This is an optimization exercise on Yosys and OpenROAD, whose aim is small area, not a production implementation.
No run shown here included a check of the RTL's function; only the layout flow was run.
No activity file was given, so power comes from the tool's default toggle rates.

`flow/standard.sh`:
```
#!/bin/bash
# synth_recipe.tcl (not shown) runs the flow's synth.tcl, then flattens the netlist and writes it again
# the make line also repeats each setting of config.mk as NAME=value (left out here)
make -C /OpenROAD-flow-scripts/flow DESIGN_CONFIG=/design/flow/config.mk WORK_HOME=/design/flow/orfs CLKGATE_MAP_FILE= SYNTH_SCRIPT=/design/flow/synth_recipe.tcl "${@:-finish}"
```
`flow/design.v`:
```
module classifier_top (
  input  wire clk,
  input  wire rst_n,
  input  wire signed [3:0]  x_int4,
  input  wire signed [7:0]  w_int8,
  input  wire new_feat,
  input  wire new_class,
  input  wire [2:0] class_id,
  output reg  signed [19:0] acc20,
  output reg  signed [19:0] max_score,
  output reg  [2:0] max_class
);
  wire en = new_feat & ~new_class;
  wire [3:0] xg = x_int4 & {4{en}};
  wire [19:0] ag = acc20 & {20{~new_class}};
  wire [19:0] sum;
  wire pp1 = (xg[0] & w_int8[0]);
  wire pp2 = (xg[0] & w_int8[1]);
  wire pp3 = (xg[0] & w_int8[2]);
  wire pp4 = (xg[0] & w_int8[3]);
  wire pp5 = (xg[0] & w_int8[4]);
  wire pp6 = (xg[0] & w_int8[5]);
  wire pp7 = (xg[0] & w_int8[6]);
  wire pp8 = ~(xg[0] & w_int8[7]);
  wire pp9 = (xg[1] & w_int8[0]);
  wire pp10 = (xg[1] & w_int8[1]);
  wire pp11 = (xg[1] & w_int8[2]);
  wire pp12 = (xg[1] & w_int8[3]);
  wire pp13 = (xg[1] & w_int8[4]);
  wire pp14 = (xg[1] & w_int8[5]);
  wire pp15 = (xg[1] & w_int8[6]);
  wire pp16 = ~(xg[1] & w_int8[7]);
  wire pp17 = (xg[2] & w_int8[0]);
  wire pp18 = (xg[2] & w_int8[1]);
  wire pp19 = (xg[2] & w_int8[2]);
  wire pp20 = (xg[2] & w_int8[3]);
  wire pp21 = (xg[2] & w_int8[4]);
  wire pp22 = (xg[2] & w_int8[5]);
  wire pp23 = (xg[2] & w_int8[6]);
  wire pp24 = ~(xg[2] & w_int8[7]);
  wire pp25 = ~(xg[3] & w_int8[0]);
  wire pp26 = ~(xg[3] & w_int8[1]);
  wire pp27 = ~(xg[3] & w_int8[2]);
  wire pp28 = ~(xg[3] & w_int8[3]);
  wire pp29 = ~(xg[3] & w_int8[4]);
  wire pp30 = ~(xg[3] & w_int8[5]);
  wire pp31 = ~(xg[3] & w_int8[6]);
  wire pp32 = (xg[3] & w_int8[7]);
  wire s33 = ag[1] ^ pp2 ^ pp9;
  wire c34 = (ag[1] & pp2) | (ag[1] & pp9) | (pp2 & pp9);
  wire s35 = ag[2] ^ pp3 ^ pp10;
  wire c36 = (ag[2] & pp3) | (ag[2] & pp10) | (pp3 & pp10);
  wire s37 = 1'b1 ^ ag[3] ^ pp4;
  wire c38 = (1'b1 & ag[3]) | (1'b1 & pp4) | (ag[3] & pp4);
  wire s39 = pp11 ^ pp18 ^ pp25;
  wire c40 = (pp11 & pp18) | (pp11 & pp25) | (pp18 & pp25);
  wire s41 = ag[4] ^ pp5 ^ pp12;
  wire c42 = (ag[4] & pp5) | (ag[4] & pp12) | (pp5 & pp12);
  wire s43 = ag[5] ^ pp6 ^ pp13;
  wire c44 = (ag[5] & pp6) | (ag[5] & pp13) | (pp6 & pp13);
  wire s45 = ag[6] ^ pp7 ^ pp14;
  wire c46 = (ag[6] & pp7) | (ag[6] & pp14) | (pp7 & pp14);
  wire s47 = 1'b1 ^ ag[7] ^ pp8;
  wire c48 = (1'b1 & ag[7]) | (1'b1 & pp8) | (ag[7] & pp8);
  wire s49 = pp15 ^ pp22 ^ pp29;
  wire c50 = (pp15 & pp22) | (pp15 & pp29) | (pp22 & pp29);
  wire s51 = ag[8] ^ pp16 ^ pp23;
  wire c52 = (ag[8] & pp16) | (ag[8] & pp23) | (pp16 & pp23);
  wire s53 = ag[9] ^ pp24 ^ pp31;
  wire c54 = (ag[9] & pp24) | (ag[9] & pp31) | (pp24 & pp31);
  wire s55 = pp17 ^ c34 ^ s35;
  wire c56 = (pp17 & c34) | (pp17 & s35) | (c34 & s35);
  wire s57 = c36 ^ s37 ^ s39;
  wire c58 = (c36 & s37) | (c36 & s39) | (s37 & s39);
  wire s59 = pp19 ^ pp26 ^ c38;
  wire c60 = (pp19 & pp26) | (pp19 & c38) | (pp26 & c38);
  wire s61 = pp20 ^ pp27 ^ c42;
  wire c62 = (pp20 & pp27) | (pp20 & c42) | (pp27 & c42);
  wire s63 = pp21 ^ pp28 ^ c44;
  wire c64 = (pp21 & pp28) | (pp21 & c44) | (pp28 & c44);
  wire s65 = c46 ^ s47 ^ s49;
  wire c66 = (c46 & s47) | (c46 & s49) | (s47 & s49);
  wire s67 = pp30 ^ c48 ^ c50;
  wire c68 = (pp30 & c48) | (pp30 & c50) | (c48 & c50);
  wire s69 = ag[10] ^ pp32 ^ c54;
  wire c70 = (ag[10] & pp32) | (ag[10] & c54) | (pp32 & c54);
  wire s71 = c40 ^ s41 ^ c58;
  wire c72 = (c40 & s41) | (c40 & c58) | (s41 & c58);
  wire s73 = s43 ^ c60 ^ s61;
  wire c74 = (s43 & c60) | (s43 & s61) | (c60 & s61);
  wire s75 = s45 ^ c62 ^ s63;
  wire c76 = (s45 & c62) | (s45 & s63) | (c62 & s63);
  wire s77 = s51 ^ c66 ^ s67;
  wire c78 = (s51 & c66) | (s51 & s67) | (c66 & s67);
  wire s79 = c52 ^ s53 ^ c68;
  wire c80 = (c52 & s53) | (c52 & c68) | (s53 & c68);
  wire s81 = c64 ^ s65 ^ c76;
  wire c82 = (c64 & s65) | (c64 & c76) | (s65 & c76);
  wire s83 = ag[0] ^ pp1;
  wire c84 = ag[0] & pp1;
  wire s85 = c84 ^ s33;
  wire c86 = c84 & s33;
  wire s87 = c86 ^ s55;
  wire c88 = c86 & s55;
  wire s89 = c56 ^ s57 ^ c88;
  wire c90 = (c56 & s57) | (c56 & c88) | (s57 & c88);
  wire p91 = s59 ^ s71;
  wire g92 = s59 & s71;
  wire s93 = p91 ^ c90;
  wire cy94 = g92 | (p91 & c90);
  wire p95 = c72 ^ s73;
  wire g96 = c72 & s73;
  wire s97 = p95 ^ cy94;
  wire cy98 = g96 | (p95 & cy94);
  wire p99 = c74 ^ s75;
  wire g100 = c74 & s75;
  wire s101 = p99 ^ cy98;
  wire cy102 = g100 | (p99 & cy98);
  wire s103 = s81 ^ cy102;
  wire cy104 = s81 & cy102;
  wire p105 = s77 ^ c82;
  wire g106 = s77 & c82;
  wire s107 = p105 ^ cy104;
  wire cy108 = g106 | (p105 & cy104);
  wire p109 = c78 ^ s79;
  wire g110 = c78 & s79;
  wire s111 = p109 ^ cy108;
  wire cy112 = g110 | (p109 & cy108);
  wire p113 = s69 ^ c80;
  wire g114 = s69 & c80;
  wire s115 = p113 ^ cy112;
  wire cy116 = g114 | (p113 & cy112);
  wire inc117 = c70 & cy116;
  wire dec118 = ~(c70 | cy116);
  wire n119 = ag[11] ^ (inc117 | dec118);
  wire n120 = ag[12] ^ ((inc117 & ag[11]) | (dec118 & ~ag[11]));
  wire all1121 = ag[11] & ag[12];
  wire all0122 = ~ag[11] & ~ag[12];
  wire n123 = ag[13] ^ ((inc117 & all1121) | (dec118 & all0122));
  wire all1124 = all1121 & ag[13];
  wire all0125 = all0122 & ~ag[13];
  wire n126 = ag[14] ^ ((inc117 & all1124) | (dec118 & all0125));
  wire all1127 = all1124 & ag[14];
  wire all0128 = all0125 & ~ag[14];
  wire n129 = ag[15] ^ ((inc117 & all1127) | (dec118 & all0128));
  wire all1130 = all1127 & ag[15];
  wire all0131 = all0128 & ~ag[15];
  wire n132 = ag[16] ^ ((inc117 & all1130) | (dec118 & all0131));
  wire all1133 = all1130 & ag[16];
  wire all0134 = all0131 & ~ag[16];
  wire n135 = ag[17] ^ ((inc117 & all1133) | (dec118 & all0134));
  wire all1136 = all1133 & ag[17];
  wire all0137 = all0134 & ~ag[17];
  wire n138 = ag[18] ^ ((inc117 & all1136) | (dec118 & all0137));
  wire all1139 = all1136 & ag[18];
  wire all0140 = all0137 & ~ag[18];
  wire n141 = ag[19] ^ ((inc117 & all1139) | (dec118 & all0140));
  wire all1142 = all1139 & ag[19];
  wire all0143 = all0140 & ~ag[19];
  assign sum[0] = s83;
  assign sum[1] = s85;
  assign sum[2] = s87;
  assign sum[3] = s89;
  assign sum[4] = s93;
  assign sum[5] = s97;
  assign sum[6] = s101;
  assign sum[7] = s103;
  assign sum[8] = s107;
  assign sum[9] = s111;
  assign sum[10] = s115;
  assign sum[11] = n119;
  assign sum[12] = n120;
  assign sum[13] = n123;
  assign sum[14] = n126;
  assign sum[15] = n129;
  assign sum[16] = n132;
  assign sum[17] = n135;
  assign sum[18] = n138;
  assign sum[19] = n141;
  wire [20:0] g;
  assign g[0] = 1'b0;
  genvar k;
  generate
    for (k = 0; k < 19; k = k + 1) begin : cmp
      assign g[k+1] = (acc20[k] & ~max_score[k]) | ((acc20[k] | ~max_score[k]) & g[k]);
    end
  endgenerate
  assign g[20] = (~acc20[19] & max_score[19]) | ((~acc20[19] | max_score[19]) & g[19]);
  wire upd = new_class & g[20];
  always @(posedge clk or negedge rst_n) begin
    if (!rst_n) begin
      acc20     <= 20'd0;
      max_score <= 20'd0;
      max_class <= 3'd0;
    end else begin
      acc20 <= sum;
      if (upd) begin
        max_score <= acc20;
        max_class <= class_id;
      end
    end
  end
endmodule
```
`flow/flow/run.sh`:
```
#!/bin/bash
# Standard ORFS layout (the standard.sh, unchanged synthesis), with the port buffers
# that buffer_ports inserts made sky130_fd_sc_hd__buf_1 instead of the default choice.
set -euo pipefail
export BUFFER_PORTS_ARGS="-buffer_cell sky130_fd_sc_hd__buf_1"
bash standard.sh finish > standard_flow.log 2>&1
```
`flow/constraint.sdc`:
```
create_clock -name core_clock -period 6.5 [get_ports {clk}]
set_input_delay 1.3000 -clock core_clock [delete_from_list [all_inputs] [get_ports {clk}]]
set_output_delay 1.3000 -clock core_clock [all_outputs]
set_load 0.01 [all_outputs]
```
`flow/config.mk`:
```
export PLATFORM = sky130hd
export DESIGN_NAME = classifier_top
export DESIGN_NICKNAME = classifier_top
export VERILOG_FILES = /design/flow/design.v
export SDC_FILE = /design/flow/constraint.sdc
export NUM_CORES = 4
export LEC_CHECK = 0
export ABC_AREA = 1
export CAP_MARGIN = 20
export CORE_MARGIN = 2
export CORE_UTILIZATION = 40
export GPL_TIMING_DRIVEN = 0
export SLEW_MARGIN = 20
```
==> metrics.md, run 1 <==
| Metric | Value |
|---|---|
| Top-Level Pins | 62 |
| Sequential-to-total area share from yosys stat | 0.346 |
| YS warnings | 1 |
| GRT Util Overall | 0.177 |
| Post-Synth XOR/XNOR Area | 0.0253 |
| Syn Nets | 444 |
| Worst-margin pin slew | about 0.54 ns |
| Synth top area share | 0.346 |
| WS Path Type | primary input to flip-flop |
| Clock power share | 0.103 |
| CTS tree | yes |
| Fin. Hold Viols | 0 |
| TritonRoute pass-1 iters | 4 |
| Net switching power | 776 uW |
| Count of flip-flops with a built-in enable after synthesis | 0 |
| Clock Sinks | 43 |
| GP Congestion | 0.837 |
| Unrepaired setup endpoints after global routing | yes |
| Largest family of logic cells by synthesized area | simple AND/OR/NAND/NOR gates |
| Root buffer cell | clkbuf_8 |
| Vias post-DR | ~2600 |
| Largest net degree at the start of global routing | 24 |
| CTS H-tree depth | 2 |
| Max Slew Vio Count | 0 |
| FFs w/ async S/R, synth | 1.00 |
| Drt via density | 4.53 |
| Antenna violations before repair | 0 |
| Crit path max fanout | 4 |
| Gate Count Post-Synth | 387 |
| Crit. path cell count | 31 |
| Vias in the first global route | 2483 |
| Max Clock Skew | 0.0106 ns |
| Layout Nets | 520 |
| Cts bufs inserted | 5 |
| Worst hold path class | flip-flop to flip-flop |
| FF-to-FF End | acc20[19] |
| Post-place setup slack | -0.717 ns |
| Most frequent cell after synthesis | nand2_1 |
| Most common cell on crit path | fa_2 |
| Crit share post-route | 0.987 |
| Die width | 92.2 um |
| Combinational fraction of design power | 0.586 |
| Compound-gate portion of the synthesized area | 0.0321 |
| # hold bufs at CTS | 0 |
| Clock transition at path regs | roughly 0.08 ns |
| Flops & latches, synth | 43 |
| Outcome | finished clean |
| Largest cells by area after synthesis | dfrtp_1 (35%), fa_1 (19%), nand2_1 (12%) |
| Critical Path AT | 6.60 ns |
| Clock period minus worst slack | 6.41 ns |
| CP max-delay cell | fa_1 |
| N_diodes | 0 |
| R2R Path Start | acc20[2] |
| CP Buf/Inv Count | 10 |
| Cell row count | 32 |
| Clk buf depth | 2 |
| First-pass GRT wire length | 11900 um |
| Crit path from | new_class |
| Clock latency at the later pin of the worst-skew pair | a little under 0.3 ns |
| Worst R2R Path Depth | 29 |
| Area Overhead vs Synth | 22.5% |
| Cell area after synthesis | roughly 3100 um^2 |
| Wire per inst | 12.4 um |
| DR iter-0 viols | 83 |
| Remaining antenna violation count | 0 |
| Finish-stage setup viols | 0 |
| Core area | 7650 um^2 |
| Share of total power in sequential cells | 0.311 |
| Critical Path Max Stage Delay | 0.55 ns |
| Worst EP required | about 6.7 ns |
| Lkg Pwr | 0.00195 uW |
| Worst vdd ir | between 0.1 and 0.15 mV |
| Reg2reg setup slack | 1.02 ns |
| Max transition margin | 0.639 |
| Internal power | 835 uW |
| Non-filler cells, final | 566 |
| Synth Area in Adders | 0.225 |
| Post-route DRC | 0 |
| Initial Util | 0.407 |
| Share of cells above drive strength 1 | 0.181 |
| Top post-synthesis cells by count | nand2_1 (100), inv_1 (70), dfrtp_1 (43) |
| Final Worst Setup Slack | 0.0875 ns |
| Main synth FF type | dfrtp_1 |
| Fmax | 156 MHz |
| Post-synth cell types | 25 |
| Avg Cell Area, Syn | 8.05 um^2 |
| Port bufs | 61 |
| Max-Cap Viols | 0 |
| Power Dens Cells | ~420 nW/um^2 |
| Mux contribution to synthesized area | 0 |
| Routed WL | ~7000 um |
| Die Y | 92.2 um |
| CP Capture Type | flip-flop |
| CP endpoint | acc20[19] |
| DIE AREA | 8510 um^2 |
| Largest area contributor in the netlist | dfrtp_1 |
| Simple-gate portion of the synthesized area | 0.249 |
| Startpoint types | primary input |
| CP top delay family | adder cells |
| Overflow after GRT | 0 |
| Net Sw Frac | 0.482 |
| HPWL Detailed | ~5600 um |
| DP Cell Count | 551 |
| Hold Path Stages | 2 |
==> state kept, by name (all words and copies together), names as in the netlist <==
name	count
acc20	20
max_class	3
max_score	20
==> placed cells by master, fill, tap and decap left out, drive strengths merged <==
cell,n
nand3,29
inv,86
o22ai,5
buf,74
o21ai,11
dfrtp,43
or2,1
clkinv,2
nand4,1
a22o,1
nand2,113
nor2,39
xor2,7
fa,30
xnor2,2
nor3,1
clkinvlp,1
ha,8
a21oi,1
clkbuf,9
==> stage by stage <==
stage                     hold WS [ns]  power [uW]  TNS [ns]  instance area, um^2  utilization
after detailed placement         0.459        1400     -3.20                 3550        0.464
after CTS                        0.477        1590         0                 3720        0.487
final                            0.474        1610         0                 3820        0.499
after global routing             0.504        1790    -0.292                 3820        0.499
after floorplan                  0.506        1140         0                 3170            -
after global placement           0.453        1370     -2.85                 3520        0.461
==> tightest hold or removal path, delay by kind of cell, from the launching register on <==
family / cells / cell delay, ns
flops: 1 / 0.35
simple gates: 2 / 0.10
==> final cells by class <==
class	instances	area, um^2
well taps	102	128
inverters	87	339
flip-flops and latches	43	1080
fillers	744	3830
clock inverters	2	12.5
clock buffers	6	72.6
multi-input cells	249	1770
repair buffers	69	335
plain buffers	8	78.8
==> how the worst min path moves through the flow <==
stage                       startpoint            to
after floorplan           max_class[2]  max_class[2]
after global placement    max_class[0]  max_class[0]
after detailed placement  max_class[1]  max_class[1]
after CTS                 max_class[1]  max_class[1]
after global routing      max_class[1]  max_class[1]
final                     max_class[1]  max_class[1]
==> kinds of logic after synthesis <==
family                   after synthesis
buffers and inverters                 95
AND/OR/NAND/NOR                      184
flip-flops                            43
adder cells (fa/ha/maj)               38
AO/OA/AOI/OAI                         18
XOR/XNOR                               9
==> power groups by stage <==
| stage | registers [uW] | logic (uW) | clock network, uW |
|---|---|---|---|
| 6_report | 501 | 945 | 166 |
| 3_5_place_dp | 507 | 893 | 0 |
| 3_3_place_gp | 502 | 868 | 0 |
| 2_1_floorplan | 535 | 605 | 0 |
| 4_1_cts | 503 | 917 | 171 |
| 5_1_grt | 522 | 1090 | 183 |
==> routing by layer <==
metal / track usage / up-vias / share of wire
met5: 0 / - / 0
met4: 0.0448 / 0 / 0.011
met3: 0.0255 / 8 / 0.033
met2: 0.285 / 45 / 0.48
met1: 0.251 / 1219 / 0.47
li1: - / 1293 / -
==> repair_timing <==
item / CTS / global route
setup endpoints to repair: 5 / 4
resized for setup: 13 / 24
pin swaps: 6 / 1
buffers inserted: 6 / 1
==> run 2, diff against run 1 <==
--- a/flow/design.v
+++ b/flow/design.v
@@ -104,34 +104,34 @@
   wire c88 = c86 & s55;
   wire s89 = c56 ^ s57 ^ c88;
   wire c90 = (c56 & s57) | (c56 & c88) | (s57 & c88);
-  wire p91 = s59 ^ s71;
-  wire g92 = s59 & s71;
-  wire s93 = p91 ^ c90;
-  wire cy94 = g92 | (p91 & c90);
-  wire p95 = c72 ^ s73;
-  wire g96 = c72 & s73;
-  wire s97 = p95 ^ cy94;
-  wire cy98 = g96 | (p95 & cy94);
-  wire p99 = c74 ^ s75;
-  wire g100 = c74 & s75;
-  wire s101 = p99 ^ cy98;
-  wire cy102 = g100 | (p99 & cy98);
-  wire s103 = s81 ^ cy102;
-  wire cy104 = s81 & cy102;
-  wire p105 = s77 ^ c82;
-  wire g106 = s77 & c82;
-  wire s107 = p105 ^ cy104;
-  wire cy108 = g106 | (p105 & cy104);
-  wire p109 = c78 ^ s79;
-  wire g110 = c78 & s79;
-  wire s111 = p109 ^ cy108;
-  wire cy112 = g110 | (p109 & cy108);
-  wire p113 = s69 ^ c80;
-  wire g114 = s69 & c80;
-  wire s115 = p113 ^ cy112;
-  wire cy116 = g114 | (p113 & cy112);
-  wire inc117 = c70 & cy116;
-  wire dec118 = ~(c70 | cy116);
+  wire p91, g92, cy93;
+  mac_gp u_p91 (.a(s59), .b(s71), .p(p91), .g(g92));
+  mac_cy u_cy93 (.g(g92), .p(p91), .c(c90), .co(cy93));
+  wire s94 = p91 ^ c90;
+  wire p95, g96, cy97;
+  mac_gp u_p95 (.a(c72), .b(s73), .p(p95), .g(g96));
+  mac_cy u_cy97 (.g(g96), .p(p95), .c(cy93), .co(cy97));
+  wire s98 = p95 ^ cy93;
+  wire p99, g100, cy101;
+  mac_gp u_p99 (.a(c74), .b(s75), .p(p99), .g(g100));
+  mac_cy u_cy101 (.g(g100), .p(p99), .c(cy97), .co(cy101));
+  wire s102 = p99 ^ cy97;
+  wire s103 = s81 ^ cy101;
+  wire cy104 = s81 & cy101;
+  wire p105, g106, cy107;
+  mac_gp u_p105 (.a(s77), .b(c82), .p(p105), .g(g106));
+  mac_cy u_cy107 (.g(g106), .p(p105), .c(cy104), .co(cy107));
+  wire s108 = p105 ^ cy104;
+  wire p109, g110, cy111;
+  mac_gp u_p109 (.a(c78), .b(s79), .p(p109), .g(g110));
+  mac_cy u_cy111 (.g(g110), .p(p109), .c(cy107), .co(cy111));
+  wire s112 = p109 ^ cy107;
+  wire p113, g114, cy115;
+  mac_gp u_p113 (.a(s69), .b(c80), .p(p113), .g(g114));
+  mac_cy u_cy115 (.g(g114), .p(p113), .c(cy111), .co(cy115));
+  wire s116 = p113 ^ cy111;
+  wire inc117 = c70 & cy115;
+  wire dec118 = ~(c70 | cy115);
   wire n119 = ag[11] ^ (inc117 | dec118);
   wire n120 = ag[12] ^ ((inc117 & ag[11]) | (dec118 & ~ag[11]));
   wire all1121 = ag[11] & ag[12];
@@ -161,13 +161,13 @@
   assign sum[1] = s85;
   assign sum[2] = s87;
   assign sum[3] = s89;
-  assign sum[4] = s93;
-  assign sum[5] = s97;
-  assign sum[6] = s101;
+  assign sum[4] = s94;
+  assign sum[5] = s98;
+  assign sum[6] = s102;
   assign sum[7] = s103;
-  assign sum[8] = s107;
-  assign sum[9] = s111;
-  assign sum[10] = s115;
+  assign sum[8] = s108;
+  assign sum[9] = s112;
+  assign sum[10] = s116;
   assign sum[11] = n119;
   assign sum[12] = n120;
   assign sum[13] = n123;
@@ -201,3 +201,10 @@
     end
   end
 endmodule
+module mac_gp (input wire a, input wire b, output wire p, output wire g);
+  assign p = a ^ b;
+  assign g = a & b;
+endmodule
+module mac_cy (input wire g, input wire p, input wire c, output wire co);
+  assign co = g | (p & c);
+endmodule
--- a/flow/config.mk
+++ b/flow/config.mk
@@ -11,3 +11,5 @@
 export CORE_UTILIZATION = 40
 export GPL_TIMING_DRIVEN = 0
 export SLEW_MARGIN = 20
+export SYNTH_HIERARCHICAL = 1
+export SYNTH_MINIMUM_KEEP_SIZE = 0
==> run 2 against run 1 <==
Compared with the run above: highest routed layer unchanged; die area up 2.0%; wire length up 0.48%; cell area down 2.8%; combinational power down 5.1%; setup slack better by 0.46 ns; count of clock-buffer cells in the layout unchanged; critical path depth up 5; cell count up 0.88%; largest cell class unchanged; largest power group unchanged.
==> metrics.md, run 2 <==
| Metric | Value |
|---|---|
| Largest area contributor in the netlist | dfrtp_1 |
| Gate Count Post-Synth | 396 |
| Outcome | finished clean |
| Clock period minus worst slack | 5.95 ns |
| Count of flip-flops with a built-in enable after synthesis | 0 |
| Share of cells above drive strength 1 | 0.102 |
| Wire per inst | 12.4 um |
| # hold bufs at CTS | 0 |
| Finish-stage setup viols | 0 |
| Max Slew Vio Count | 0 |
| First-pass GRT wire length | between 10000 and 15000 um |
| FF-to-FF End | acc20[18] |
| Core area | 7730 um^2 |
| Main synth FF type | dfrtp_1 |
| DR iter-0 viols | 159 |
| YS warnings | 7 |
| Worst Hold End | max_score[14] |
| CTS tree | yes |
| Max Clock Skew | 0.00920 ns |
| Largest cells by area after synthesis | dfrtp_1 (34%), fa_1 (15%), nand2_1 (11%) |
| Largest family of logic cells by synthesized area | simple AND/OR/NAND/NOR gates |
| Max-Cap Viols | 0 |
| Layout Nets | 525 |
| Flops & latches, synth | 43 |
| Port bufs | 60 |
| Crit path max fanout | 10 |
| Initial Util | 0.412 |
| Power Dens Cells | 426 nW/um^2 |
| N_diodes | 0 |
| Most frequent cell after synthesis | nand2_1 |
| Simple-gate portion of the synthesized area | 0.260 |
| Clk buf depth | 2 |
| Unrepaired setup endpoints after global routing | no |
| Worst vdd ir | between 0.2 and 0.25 mV |
| Overflow after GRT | 0 |
| Compound-gate portion of the synthesized area | 0.0366 |
| Die width | 93.2 um |
| CP Capture Type | flip-flop |
| Worst Hold Launch | acc20[14] |
| Mux contribution to synthesized area | 0 |
| R2R Path Start | acc20[4] |
| Largest net degree at the start of global routing | 24 |
| Crit share post-route | 0.916 |
| Post-synth cell types | 28 |
| Commonest non-fill, non-tap cell in the layout | nand2_1 |
| Final Worst Setup Slack | 0.549 ns |
| CTS H-tree depth | 2 |
| Startpoint types | primary input |
| Synth top area share | 0.338 |
| HPWL Detailed | 5560 um |
| Most common cell on crit path | nand2_1 |
| WS Path Type | primary input to flip-flop |
| Fill count | 783 |
| Clock Sinks | 43 |
| Critical Path AT | 6.18 ns |
| Clock transition at path regs | 0.09 ns |
| Area Overhead vs Synth | 16.6% |
| Syn Nets | approximately 450 |
| Top-Level Pins | 62 |
| Remaining antenna violation count | 0 |
| Top post-synthesis cells by count | nand2_1 (96), inv_1 (79), dfrtp_1 (43) |
| Post-place setup slack | -0.161 ns |
| Lkg Pwr | 0.00195 uW |
| Post-Synth XOR/XNOR Area | 0.0413 |
| Antenna violations before repair | 0 |
| Synth Area in Adders | 0.206 |
| Root buffer cell | clkbuf_8 |
| Overall power | between 1500 and 2000 uW |
| Top flop regs | acc20: 20 flops, max_score: 20 flops, max_class: 3 flops |
| DIE AREA | 8680 um^2 |
| Worst R2R Path Depth | 30 |
| Clock latency at the later pin of the worst-skew pair | 0.30 ns |
| Vias in the first global route | 2486 |
| Hold Path Stages | 2 |
| Avg Cell Area, Syn | 8.03 um^2 |
| Cell row count | 32 |
| Cell area after synthesis | 3180 um^2 |
| CP Buf/Inv Count | 9 |
| Die Y | 93.2 um |
| Sequential-to-total area share from yosys stat | 0.338 |
| Worst hold slack | 0.496 ns |
| Worst EP required | 6.73 ns |
| CP max-delay cell | fa_1 |
| Critical Path Max Stage Delay | 0.53 ns |
| FFs w/ async S/R, synth | 1.00 |
| Drt via density | approximately 4.7 |
| CP top delay family | adder cells |
| Fmax | 168 MHz |
| TritonRoute pass-1 iters | 4 |
| Worst hold path class | flip-flop to flip-flop |
| Reg2reg setup slack | about 1.8 ns |
| Vias post-DR | around 2700 |
| GP Congestion | 0.787 |
| Most frequent cells in the layout | nand2_1 (96), inv_1 (78), buf_1 (60), dfrtp_1 (43), nor2_1 (40) |
| GRT Util Overall | 0.169 |
| Fin. Hold Viols | 0 |
| Max transition margin | 0.662 |
| Cts bufs inserted | 5 |
| Post-route DRC | 0 |
| Worst-margin pin slew | 0.507 ns |
| Routed WL | 7070 um |
-- run 2: changes by cell type after synthesis, sizes merged --
cell    before  now
xnor2        2    3
nand2      113  117
fa          30   24
buf          4    6
o21ai       11   10
o31ai        0    1
inv         86   80
nand3       29   30
a21oi        1    2
xor2         7   12
a221oi       0    1
ha           8   14
nor2        39   41
clkbuf       4    2
-- run 2: worst max-delay path by stage --
stage | from | end | slack [ns] | cells past startpoint
floorplan | new_class | acc20[19] | 0.65 | 36
global placement | new_class | acc20[19] | -0.08 | 36
detailed placement | new_class | acc20[19] | -0.16 | 36
CTS | new_class | acc20[19] | 0.14 | 36
global route | new_class | acc20[18] | 0.004 | 37
finish | new_class | acc20[18] | 0.55 | 36
-- run 2: final cells by class --
class	count	area [um^2]	area share
multi-input cells	264	1760	0.475
clock inverters	2	12.5	0.00337
flip-flops and latches	43	1080	0.290
inverters	81	308	0.0830
clock buffers	6	72.6	0.0196
plain buffers	8	73.8	0.0199
well taps	102	128	0.0344
repair buffers	65	277	0.0746
-- run 2: what timing repair did --
item / 4_1_cts / 5_1_grt
endpoints found under the setup margin: 0 / 4
gates resized for setup: 0 / 9
setup buffers: 0 / 4
-- run 2: stage by stage --
| stage | utilization | cell area (um^2) | TNS [ns] | instances |
|---|---|---|---|---|
| 2_1_floorplan | - | 3180 | 0 | 396 |
| 3_3_place_gp | 0.457 | 3530 | -0.105 | 558 |
| 3_5_place_dp | 0.460 | 3550 | -0.251 | 559 |
| 4_1_cts | 0.471 | 3640 | 0 | 567 |
| 5_1_grt | 0.480 | 3710 | 0 | 571 |
| 6_report | 0.480 | 3710 | 0 | 571 |
-- run 2: logic make-up after synthesis --
group / count (synthesis)
adder cells (fa/ha/maj): 38
flip-flops: 43
AO/OA/AOI/OAI: 20
XOR/XNOR: 15
AND/OR/NAND/NOR: 191
buffers and inverters: 89
-- run 2: power breakdown --
group          switching, uW  internal [uW]  total [uW]
sequential               125            389         514
clock                   95.0           75.2         170
combinational            534            363         897
-- run 2: worst min-delay path: stages (launching register included) --
cell     delay (ns)
dfrtp_1        0.37
nand2_1        0.06
nand2_1        0.05
-- run 2: per-layer routing --
layer | GRT usage | part of all wire | wire length, um | up-vias
met5 | 0 | 0 | 0 | -
met4 | 0.0478 | 0.0093 | 66 | 0
li1 | - | - | - | 1329
met2 | 0.267 | 0.47 | 3350 | 70
met1 | 0.239 | 0.47 | 3300 | 1291
met3 | 0.0322 | 0.049 | 345 | 7
-- run 2: Yosys stat by module (local to each module, per instance) --
module          copies in the design  area, um^2  flops+latches  cells inside
classifier_top                     1        3040             43           372
mac_cy                             6        11.3              0             3
mac_gp                             6        12.5              0             1

## static timing again, ports no longer ideal
Ports are ideal in the flow. The routed layouts listed here were re-timed in OpenROAD. Step 1 (the two cells are an assumption about what drives the block):
set clk [get_ports {clk}]
set_driving_cell -lib_cell sky130_fd_sc_hd__clkbuf_16 $clk
set_driving_cell -lib_cell sky130_fd_sc_hd__buf_2 [delete_from_list [all_inputs] $clk]
Step 2, shift: input delay + t, output delay - t, t = (earliest + latest rising clock arrival at the registers) / 2. This alone moves slack from input paths to output paths. Slacks: ideal / step 1 / step 2; pairs: ideal / step 1.
run | shift t [ns] | slack for setup (ns) | worst hold slack (ns) | slew at the worst register clock pin (ns)
run 1 | 0.319 | 0.087 / 0.076 / -0.243 | 0.474 / 0.474 / 0.474 | 0.08 / 0.08
run 2 | 0.326 | 0.549 / 0.557 / 0.231 | 0.496 / 0.496 / 0.496 | 0.09 / 0.09
With both steps, setup timing fails in run 1, where it was met with ideal ports. The setup slack of run 1, which loses most, moves by -0.011 ns with the drivers and by -0.330 ns with both steps.
